This design comes from an exercise in tuning for small area and a short achievable clock period on the open sky130 flow, not from production work.
In this exercise RTL edits were held to simulation tests only and were not proved equivalent to the original.

## run A
// top
module top (input logic clk, rst,
            input logic enable, din,
            input logic signed [10:0] x,
            output logic signed [11:0] q,
            output logic spike);
logic [13:0] x7;
logic [16:0] x33;
logic s1_0_s;
logic s1_0_c;
logic s1_1_s;
logic s1_1_c;
logic s1_2_s;
logic s1_2_c;
logic s1_3_s;
logic s1_3_c;
logic s1_4_s;
logic s1_4_c;
logic s1_5_s;
logic s1_5_c;
logic s1_6_s;
logic s1_6_c;
logic s1_7_s;
logic s1_7_c;
logic s1_8_s;
logic s1_8_c;
logic s1_9_s;
logic s1_9_c;
logic s1_10_s;
logic s1_10_c;
logic s1_11_s;
logic s1_11_c;
logic s1_12_s;
logic s1_12_c;
logic s1_13_s;
logic s1_13_c;
logic s1_14_s;
logic s1_14_c;
logic s1_15_s;
logic s1_15_c;
logic s1_16_s;
logic s1_16_c;
logic s1_17_s;
logic s1_17_c;
logic s1_18_s;
logic s1_18_c;
logic s1_19_s;
logic s1_19_c;
logic s1_20_s;
logic s1_20_c;
logic s1_21_s;
logic s1_21_c;
logic s1_22_s;
logic s1_22_c;
logic s1_23_s;
logic s1_23_c;
logic s1_24_s;
logic s1_24_c;
logic s1_25_s;
logic s1_25_c;
logic s1_26_s;
logic s1_26_c;
logic s1_27_s;
logic s1_27_c;
logic s1_28_s;
logic s1_28_c;
logic s1_29_s;
logic s1_29_c;
logic s1_30_s;
logic s1_30_c;
logic s1_31_s;
logic s1_31_c;
logic s1_32_s;
logic s1_32_c;
logic s1_33_s;
logic s1_33_c;
logic s1_34_s;
logic s1_34_c;
logic s1_35_s;
logic s1_35_c;
logic s1_36_s;
logic s1_36_c;
logic s1_37_s;
logic s1_37_c;
logic s1_38_s;
logic s1_38_c;
logic s1_39_s;
logic s1_39_c;
logic s1_40_s;
logic s1_40_c;
logic s1_41_s;
logic s1_41_c;
logic s1_42_s;
logic s1_42_c;
logic s1_43_s;
logic s1_43_c;
  ...
export LEC_CHECK = 0
export ABC_AREA = 1
export CAP_MARGIN = 20
export CORE_MARGIN = 2
export CORE_UTILIZATION = 40
export CTS_BUF_LIST = sky130_fd_sc_hd__clkbuf_4 sky130_fd_sc_hd__clkbuf_8
export CTS_CLUSTER_SIZE = 20
export SETUP_SLACK_MARGIN = 5
export SLEW_MARGIN = 20
export SYNTH_HIERARCHICAL = 1
export SYNTH_MINIMUM_KEEP_SIZE = 0
create_clock -name core_clock -period 12.0 [get_ports {clk}]
standard.sh (not shown) runs the stock make flow with config.mk's settings and CLKGATE_MAP_FILE= SYNTH_SCRIPT=/design/flow/synth_recipe.tcl, a recipe that flattens the netlist after the stock synthesis.
==> flow/flow/run.sh <==
#!/bin/bash
# Standard ORFS layout (the standard.sh), with timing repair aimed at a
# setup slack of 8.3 ns at the design's 12 ns clock, so that the resizer keeps
# improving paths that already meet 12 ns.  Logs: standard.log and orfs/logs.
set -euo pipefail
bash standard.sh SETUP_SLACK_MARGIN=8.3  BUFFER_PORTS_ARGS="-buffer_cell sky130_fd_sc_hd__buf_2" finish > standard.log 2>&1
The inputs of run B differ from those of run A as listed below.
==> flow/flow/run.sh <==
#!/bin/bash
# Standard ORFS layout (the standard.sh), with timing repair aimed at a
# setup slack of 8.2 ns at the design's 12 ns clock, so that the resizer keeps
# improving paths that already meet 12 ns.  Logs: standard.log and orfs/logs.
set -euo pipefail
bash standard.sh SETUP_SLACK_MARGIN=8.2  BUFFER_PORTS_ARGS="-buffer_cell sky130_fd_sc_hd__buf_2" finish > standard.log 2>&1
[summary]
Run B ended with every stage complete and zero timing, DRC or antenna violations.
The design area of run B was superior to that of run A.
Lower routed wire length was reported by run B, not run A.
Summary of run B over run A: number of standard cells in the final layout excluding fillers went down 45; first-pass GRT wire length went down 750 um; worst path buffer plus inverter count went down 1; logic depth of the worst register-to-register path went down 3.
For run C, these inputs were changed with respect to run B:
==> flow/flow/run.sh <==
#!/bin/bash
# Standard ORFS layout (the standard.sh), with timing repair aimed at a
# setup slack of 8.1 ns at the design's 12 ns clock, so that the resizer keeps
# improving paths that already meet 12 ns.  Logs: standard.log and orfs/logs.
set -euo pipefail
bash standard.sh SETUP_SLACK_MARGIN=8.1  BUFFER_PORTS_ARGS="-buffer_cell sky130_fd_sc_hd__buf_2" finish > standard.log 2>&1
--- a/flow/config.mk
+++ b/flow/config.mk
@@ -10,6 +10,4 @@
 export CORE_MARGIN = 2
 export CORE_UTILIZATION = 40
-export CTS_BUF_LIST = sky130_fd_sc_hd__clkbuf_4 sky130_fd_sc_hd__clkbuf_8
-export CTS_CLUSTER_SIZE = 20
 export SETUP_SLACK_MARGIN = 5
 export SLEW_MARGIN = 20
Results
In summary, run C completed successfully, with a layout that passed the timing, DRC and antenna checks.
Run B has a higher global-route usage than run C.
Run C ended up with a lower layout clock buffer count than run B did.
Inputs modified between run C and run D:
==> flow/flow/run.sh <==
#!/bin/bash
# Standard ORFS layout (the standard.sh), with timing repair aimed at a
# setup slack of 8.3 ns at the design's 12 ns clock, so that the resizer keeps
# improving paths that already meet 12 ns.  Logs: standard.log and orfs/logs.
set -euo pipefail
bash standard.sh SETUP_SLACK_MARGIN=8.3  BUFFER_PORTS_ARGS="-buffer_cell sky130_fd_sc_hd__buf_2" finish > standard.log 2>&1
[summary]
No run among run D and run C stopped early or left any final violation; all are clean. Run D and run C ended up with nearly the same data required time at the worst endpoint. Delta (run D minus run C): via count of the first global-routing pass rose 214; worst slew slack as a fraction of its limit rose 11 points; wire length on met2 rose about 2.6%. Run D vs run C — wire length on met1 climbed by a few percent. Launch point of the worst path = bon[2]$_SDFF_PP0_: run D; launch point of the worst path = y1n[5]$_SDFF_PP1_: run C. Looking only at area growth from synthesis to final layout, and setting everything else aside, the higher value of run D and run C goes to run D. Comparing critical path depth for run D and run C, the bigger number came from run D. ~same multi-input gate share of total cell area in run D and run C. Compared with run C, run D shows a lower portion of the layout cell area used by clock cells.

* * *

Starting RTL as in the previous note.
clock: 12.0 ns
lec_check: 0
abc_area: 1
cap_margin: 20
core_margin: 2
core_utilization: 40
setup_slack_margin: 5
slew_margin: 20
synth_hierarchical: 1
synth_minimum_keep_size: 0
==> flow/flow/run.sh <==
#!/bin/bash
# Standard ORFS layout (the standard.sh), with timing repair aimed at a
# setup slack of 8.4 ns at the design's 12 ns clock, so that the resizer keeps
# improving paths that already meet 12 ns.  Logs: standard.log and orfs/logs.
set -euo pipefail
bash standard.sh SETUP_SLACK_MARGIN=8.4  BUFFER_PORTS_ARGS="-buffer_cell sky130_fd_sc_hd__buf_2" finish > standard.log 2>&1
The baseline finished with timing, DRC and antenna clean.
Then changed:
==> flow/flow/run.sh (replaced) <==
#!/bin/bash
# Standard ORFS layout (the standard.sh), with timing repair aimed at a
# setup slack of 8.3 ns at the design's 12 ns clock, so that the resizer keeps
# improving paths that already meet 12 ns.  Logs: standard.log and orfs/logs.
set -euo pipefail
bash standard.sh SETUP_SLACK_MARGIN=8.3 TNS_END_PERCENT=30 BUFFER_PORTS_ARGS="-buffer_cell sky130_fd_sc_hd__buf_2" finish > standard.log 2>&1
--- a/flow/config.mk
+++ b/flow/config.mk
@@ -11,5 +11,5 @@
 export CORE_UTILIZATION = 40
 export SETUP_SLACK_MARGIN = 5
-export SLEW_MARGIN = 20
+export SLEW_MARGIN = 60
 export SYNTH_HIERARCHICAL = 1
 export SYNTH_MINIMUM_KEEP_SIZE = 0
Outcome: The changed run finished with timing, DRC and antenna clean; cell area is lower by a few percent; worst setup slack is worse by 0.11 ns; routed wire length is lower slightly; critical path depth is unchanged; global-route usage is lower by 0.21 points; first-iteration DRC count is lower by a few percent; cell count is lower slightly; sequential share of layout area is higher by 0.63 points.
Then changed:
==> flow/flow/run.sh (replaced) <==
#!/bin/bash
# Standard ORFS layout (the standard.sh), with timing repair aimed at a
# setup slack of 8.2 ns at the design's 12 ns clock, so that the resizer keeps
# improving paths that already meet 12 ns.  Logs: standard.log and orfs/logs.
set -euo pipefail
bash standard.sh SETUP_SLACK_MARGIN=8.2 TNS_END_PERCENT=30 BUFFER_PORTS_ARGS="-buffer_cell sky130_fd_sc_hd__buf_2" finish > standard.log 2>&1
Sequential share of layout area increases by 0.51 points; utilization decreases by 1.1 points; die area does not change; cell count decreases by 0.76%.
Then changed:
==> flow/flow/run.sh (replaced) <==
#!/bin/bash
# Standard ORFS layout (the standard.sh), with timing repair aimed at a
# setup slack of 8.2 ns at the design's 12 ns clock, so that the resizer keeps
# improving paths that already meet 12 ns.  Logs: standard.log and orfs/logs.
set -euo pipefail
bash standard.sh SETUP_SLACK_MARGIN=8.2  BUFFER_PORTS_ARGS="-buffer_cell sky130_fd_sc_hd__buf_2" finish > standard.log 2>&1
--- a/flow/config.mk
+++ b/flow/config.mk
@@ -11,5 +11,5 @@
 export CORE_UTILIZATION = 40
 export SETUP_SLACK_MARGIN = 5
-export SLEW_MARGIN = 60
+export SLEW_MARGIN = 20
 export SYNTH_HIERARCHICAL = 1
 export SYNTH_MINIMUM_KEEP_SIZE = 0
After rerunning: Cell count stays flat; clock-buffer cell count grows by 6; setup slack improved by 0.074 ns.

* * *

top, a different RTL version from the one above (not shown whole).
Size in the first run: ~2800 cells after synthesis, ~400 flip-flops, ~29000 µm² of cells after synthesis.
clock: 12.0 ns
lec_check: 0
cap_margin: 20
core_margin: 2
core_utilization: 40
setup_slack_margin: 5
slew_margin: 60
synth_hierarchical: 1
synth_minimum_keep_size: 0
==> flow/flow/run.sh <==
#!/bin/bash
# Standard ORFS layout (the standard.sh), with timing repair aimed at a
# setup slack of 8.6 ns at the design's 12 ns clock, so that the resizer keeps
# improving paths that already meet 12 ns.  Logs: standard.log and orfs/logs.
set -euo pipefail
bash standard.sh SETUP_SLACK_MARGIN=8.6 finish > standard.log 2>&1
The baseline finished clean.
Then changed:
==> flow/flow/run.sh (replaced) <==
#!/bin/bash
# Standard ORFS layout (the standard.sh), with timing repair aimed at a
# setup slack of 8.0 ns at the design's 12 ns clock, so that the resizer keeps
# improving paths that already meet 12 ns.  Logs: standard.log and orfs/logs.
set -euo pipefail
bash standard.sh SETUP_SLACK_MARGIN=8.0 finish > standard.log 2>&1
After rerunning:
- routed wire length decreases by about 8%
- global-route usage decreases by 1.3 points
- fmax increases by 0.50%
- die area does not change
- first-iteration DRC count decreases by 10%
- flip-flop and latch count is unchanged
- count of clock-buffer cells in the layout decreases by 8

* * *

RTL: one of the versions met above, not the one the previous note started from.
Size: ~3400 cells after synthesis, ~400 flip-flops.
clock: 12.0 ns
lec_check: 0
abc_area: 1
cap_margin: 20
core_margin: 2
core_utilization: 40
cts_buf_list: sky130_fd_sc_hd__clkbuf_8
setup_slack_margin: 5
slew_margin: 20
synth_hierarchical: 1
synth_minimum_keep_size: 0
==> flow/flow/run.sh <==
#!/bin/bash
# Standard ORFS layout (the standard.sh), with timing repair aimed at a
# setup slack of 8.3 ns at the design's 12 ns clock, so that the resizer keeps
# improving paths that already meet 12 ns.  Logs: standard.log and orfs/logs.
set -euo pipefail
bash standard.sh SETUP_SLACK_MARGIN=8.3  BUFFER_PORTS_ARGS="-buffer_cell sky130_fd_sc_hd__buf_2" finish > standard.log 2>&1
Edit:
--- a/flow/config.mk
+++ b/flow/config.mk
@@ -8 +7,0 @@
-export ABC_AREA = 1
@@ -12 +10,0 @@
-export CTS_BUF_LIST = sky130_fd_sc_hd__clkbuf_8
After rerunning: The new run completed without violations. Area after synthesis shrinks by 2.5%. First-iteration DRC count goes down by 38%. Worst setup slack got worse by 0.24 ns. Via count drops by 10%. Routed wire length is lower by 3.5%. Die area goes down by 2.5%. Sequential share of layout area is lower by 0.25 points. Global-route usage shrinks by 0.49 points. Cell count fell by 14%. Non-clock buffer count increases by 81.

* * *

Setup of build 44:
top, a different RTL version from the one above (not shown whole).
For scale: ~3400 cells after synthesis, about 400 flip-flops, about 28 I/O pins, about 30000 um2 of cells after synthesis.
export LEC_CHECK = 0
export ABC_AREA = 1
export CAP_MARGIN = 20
export CORE_MARGIN = 2
export CORE_UTILIZATION = 40
export SETUP_SLACK_MARGIN = 5
export SLEW_MARGIN = 60
export SYNTH_HIERARCHICAL = 1
export SYNTH_MINIMUM_KEEP_SIZE = 0
create_clock -name core_clock -period 12.0 [get_ports {clk}]
==> flow/flow/run.sh <==
#!/bin/bash
# Standard ORFS layout (the standard.sh), with timing repair aimed at a
# setup slack of 8.3 ns at the design's 12 ns clock, so that the resizer keeps
# improving paths that already meet 12 ns.  Logs: standard.log and orfs/logs.
set -euo pipefail
bash standard.sh SETUP_SLACK_MARGIN=8.3 BUFFER_PORTS_ARGS="-buffer_cell sky130_fd_sc_hd__buf_2" finish > standard.log 2>&1
Build 44: all stages complete, timing, DRC and antenna checks passed
What build 62 does differently from build 44 at the input level:
# build 44
export LEC_CHECK = 0
export ABC_AREA = 1
export CAP_MARGIN = 20
export CORE_MARGIN = 2
export CORE_UTILIZATION = 40
export SETUP_SLACK_MARGIN = 5
export SLEW_MARGIN = 60
export SYNTH_HIERARCHICAL = 1
export SYNTH_MINIMUM_KEEP_SIZE = 0
create_clock -name core_clock -period 12.0 [get_ports {clk}]
# build 62
export LEC_CHECK = 0
export CAP_MARGIN = 20
export CORE_MARGIN = 2
export CORE_UTILIZATION = 40
export SETUP_SLACK_MARGIN = 5
export SLEW_MARGIN = 60
export SYNTH_HIERARCHICAL = 1
export SYNTH_MINIMUM_KEEP_SIZE = 0
create_clock -name core_clock -period 12.0 [get_ports {clk}]
==> flow/flow/run.sh <==
#!/bin/bash
# Standard ORFS layout (the standard.sh), with timing repair aimed at a
# setup slack of 8.0 ns at the design's 12 ns clock, so that the resizer keeps
# improving paths that already meet 12 ns.  Logs: standard.log and orfs/logs.
set -euo pipefail
bash standard.sh SETUP_SLACK_MARGIN=8.0 BUFFER_PORTS_ARGS="-buffer_cell sky130_fd_sc_hd__buf_2" finish > standard.log 2>&1
Findings:
Sort build 62 and build 44 by worst-case headroom to the max-slew limit desc -> top: build 44. Build 44 → build 62: net count of the finished layout decreased 616; post-detailed-route wirelength per cell increased 7.6%; total routing usage reported by global routing decreased 0.89 points. A most common cell after layout, fill and taps aside of sky130_fd_sc_hd__fa_1 is what build 62 shows, while sky130_fd_sc_hd__inv_1 belongs to build 44. The cell area reported for build 62 is smaller than that of build 44 by 560 um2. Looking at share of post-route cells with drive strength above 1, build 62 sits 3.2 points above build 44. NOTE number of distinct library cells after synthesis build 44->build 62 increased by more than a quarter.
Inputs modified between build 62 and build 13:
# build 62
export LEC_CHECK = 0
export CAP_MARGIN = 20
export CORE_MARGIN = 2
export CORE_UTILIZATION = 40
export SETUP_SLACK_MARGIN = 5
export SLEW_MARGIN = 60
export SYNTH_HIERARCHICAL = 1
export SYNTH_MINIMUM_KEEP_SIZE = 0
create_clock -name core_clock -period 12.0 [get_ports {clk}]
# build 13
export LEC_CHECK = 0
export ABC_AREA = 1
export CAP_MARGIN = 20
export CORE_MARGIN = 2
export CORE_UTILIZATION = 40
export SETUP_SLACK_MARGIN = 5
export SLEW_MARGIN = 20
export SYNTH_HIERARCHICAL = 1
export SYNTH_MINIMUM_KEEP_SIZE = 0
create_clock -name core_clock -period 12.0 [get_ports {clk}]
==> flow/flow/run.sh <==
#!/bin/bash
# Standard ORFS layout (the standard.sh), with timing repair aimed at a
# setup slack of 8.3 ns at the design's 12 ns clock, so that the resizer keeps
# improving paths that already meet 12 ns.  Logs: standard.log and orfs/logs.
set -euo pipefail
bash standard.sh SETUP_SLACK_MARGIN=8.3  BUFFER_PORTS_ARGS="-buffer_cell sky130_fd_sc_hd__buf_2" finish > standard.log 2>&1
Build 13 completed end to end with timing, DRC and antenna clean.
Sort build 13 and build 62 by growth of design area from synthesis to finish, ascending, and build 13 comes first.
Die size: build 13 exceeds build 62
The time the worst path needs with I/O delays and setup reported for build 13 is smaller than that of build 62 by 0.36 ns.
Build 62 tops out at a lower clock frequency than build 13.
Compared with build 62, build 13 shows a higher count of filler cells inserted in the layout.
Build 13 vs build 62: final period utilization down in build 13
Sequential share of layout area ended up 0.55 points lower on build 13 than on build 62.
Measured against each other, build 13 and build 62 differ in share of synthesized area occupied by flip-flops and latches, the lower figure coming from build 13.
The worst hold path stage count of build 13 is higher than that of build 62.
Edits applied to the flow inputs when going from build 13 to build 64:
# build 13
export LEC_CHECK = 0
export ABC_AREA = 1
export CAP_MARGIN = 20
export CORE_MARGIN = 2
export CORE_UTILIZATION = 40
export SETUP_SLACK_MARGIN = 5
export SLEW_MARGIN = 20
export SYNTH_HIERARCHICAL = 1
export SYNTH_MINIMUM_KEEP_SIZE = 0
create_clock -name core_clock -period 12.0 [get_ports {clk}]
# build 64
export LEC_CHECK = 0
export ABC_AREA = 1
export CAP_MARGIN = 20
export CORE_MARGIN = 2
export CORE_UTILIZATION = 40
export SETUP_SLACK_MARGIN = 5
export SLEW_MARGIN = 60
export SYNTH_HIERARCHICAL = 1
export SYNTH_MINIMUM_KEEP_SIZE = 0
create_clock -name core_clock -period 12.0 [get_ports {clk}]
==> flow/flow/run.sh <==
#!/bin/bash
# Standard ORFS layout (the standard.sh), with timing repair aimed at a
# setup slack of 8.0 ns at the design's 12 ns clock, so that the resizer keeps
# improving paths that already meet 12 ns.  Logs: standard.log and orfs/logs.
set -euo pipefail
bash standard.sh SETUP_SLACK_MARGIN=8.0 BUFFER_PORTS_ARGS="-buffer_cell sky130_fd_sc_hd__buf_2" finish > standard.log 2>&1
Findings:
- On post-route met1 wirelength, build 13 and build 64 are basically level.
- p[9] as the critical path endpoint was reported by build 64, and h2[20] by build 13.
- Summary: with build 13 as the reference, clock tree buffer count of the final layout in build 64 moved down by a little under 10%.
- Relative to build 13, fraction of area in multi-input gates increased by 0.27 points in build 64.
- Build 64 against build 13: overall routing resource usage dropped 0.19 points.

re-timing with driven ports:
How much do the figures lean on ideal ports? The routed layouts below were timed once more, with nothing changed but the port constraints. Step 1 sets driving cells, clkbuf_16 on the clock port and buf_2 on the other inputs (assumed; they add their load-dependent delay and slew). Step 2 moves the port delays by t, midway between the first and last clock arrival at a register: inputs arrive t later, outputs are due t later. That takes back most of the time a late clock gives input paths. a / b / c = no drivers / after step 1 / after step 2; a / b = the first two.
run	t (ns)	slack for setup (ns)	slew at the worst register clock pin (ns)
run A	0.692	8.351 / 8.351 / 7.774	0.07 / 0.07
run B	0.703	8.362 / 8.362 / 7.695	0.08 / 0.08
run C	0.660	8.191 / 8.191 / 7.644	0.06 / 0.06
run D	0.643	8.389 / 8.389 / 7.797	0.07 / 0.07
the first run of note 2	0.659	8.414 / 8.414 / 7.826	0.06 / 0.06
the second run of note 2	0.657	8.299 / 8.299 / 7.805	0.06 / 0.06
the third run of note 2	0.657	8.265 / 8.265 / 7.642	0.06 / 0.06
the fourth run of note 2	0.659	8.339 / 8.339 / 7.760	0.06 / 0.06
the first run of note 3	0.645	7.894 / 7.894 / 7.606	0.06 / 0.06
the second run of note 3	0.649	7.915 / 7.915 / 7.453	0.07 / 0.07
the first run of note 4	0.690	8.308 / 8.308 / 7.737	0.07 / 0.07
the second run of note 4	0.649	8.070 / 8.070 / 7.671	0.07 / 0.07
build 44	0.637	8.331 / 8.331 / 7.832	0.07 / 0.07
build 62	0.641	8.012 / 8.012 / 7.559	0.07 / 0.07
build 13	0.655	8.374 / 8.374 / 7.797	0.07 / 0.07
build 64	0.648	8.165 / 8.165 / 7.606	0.06 / 0.06
After both steps setup and hold are still met in every run listed. The setup slack of run B, which loses most, moves by 0.000 ns with the drivers and by -0.667 ns with both steps.
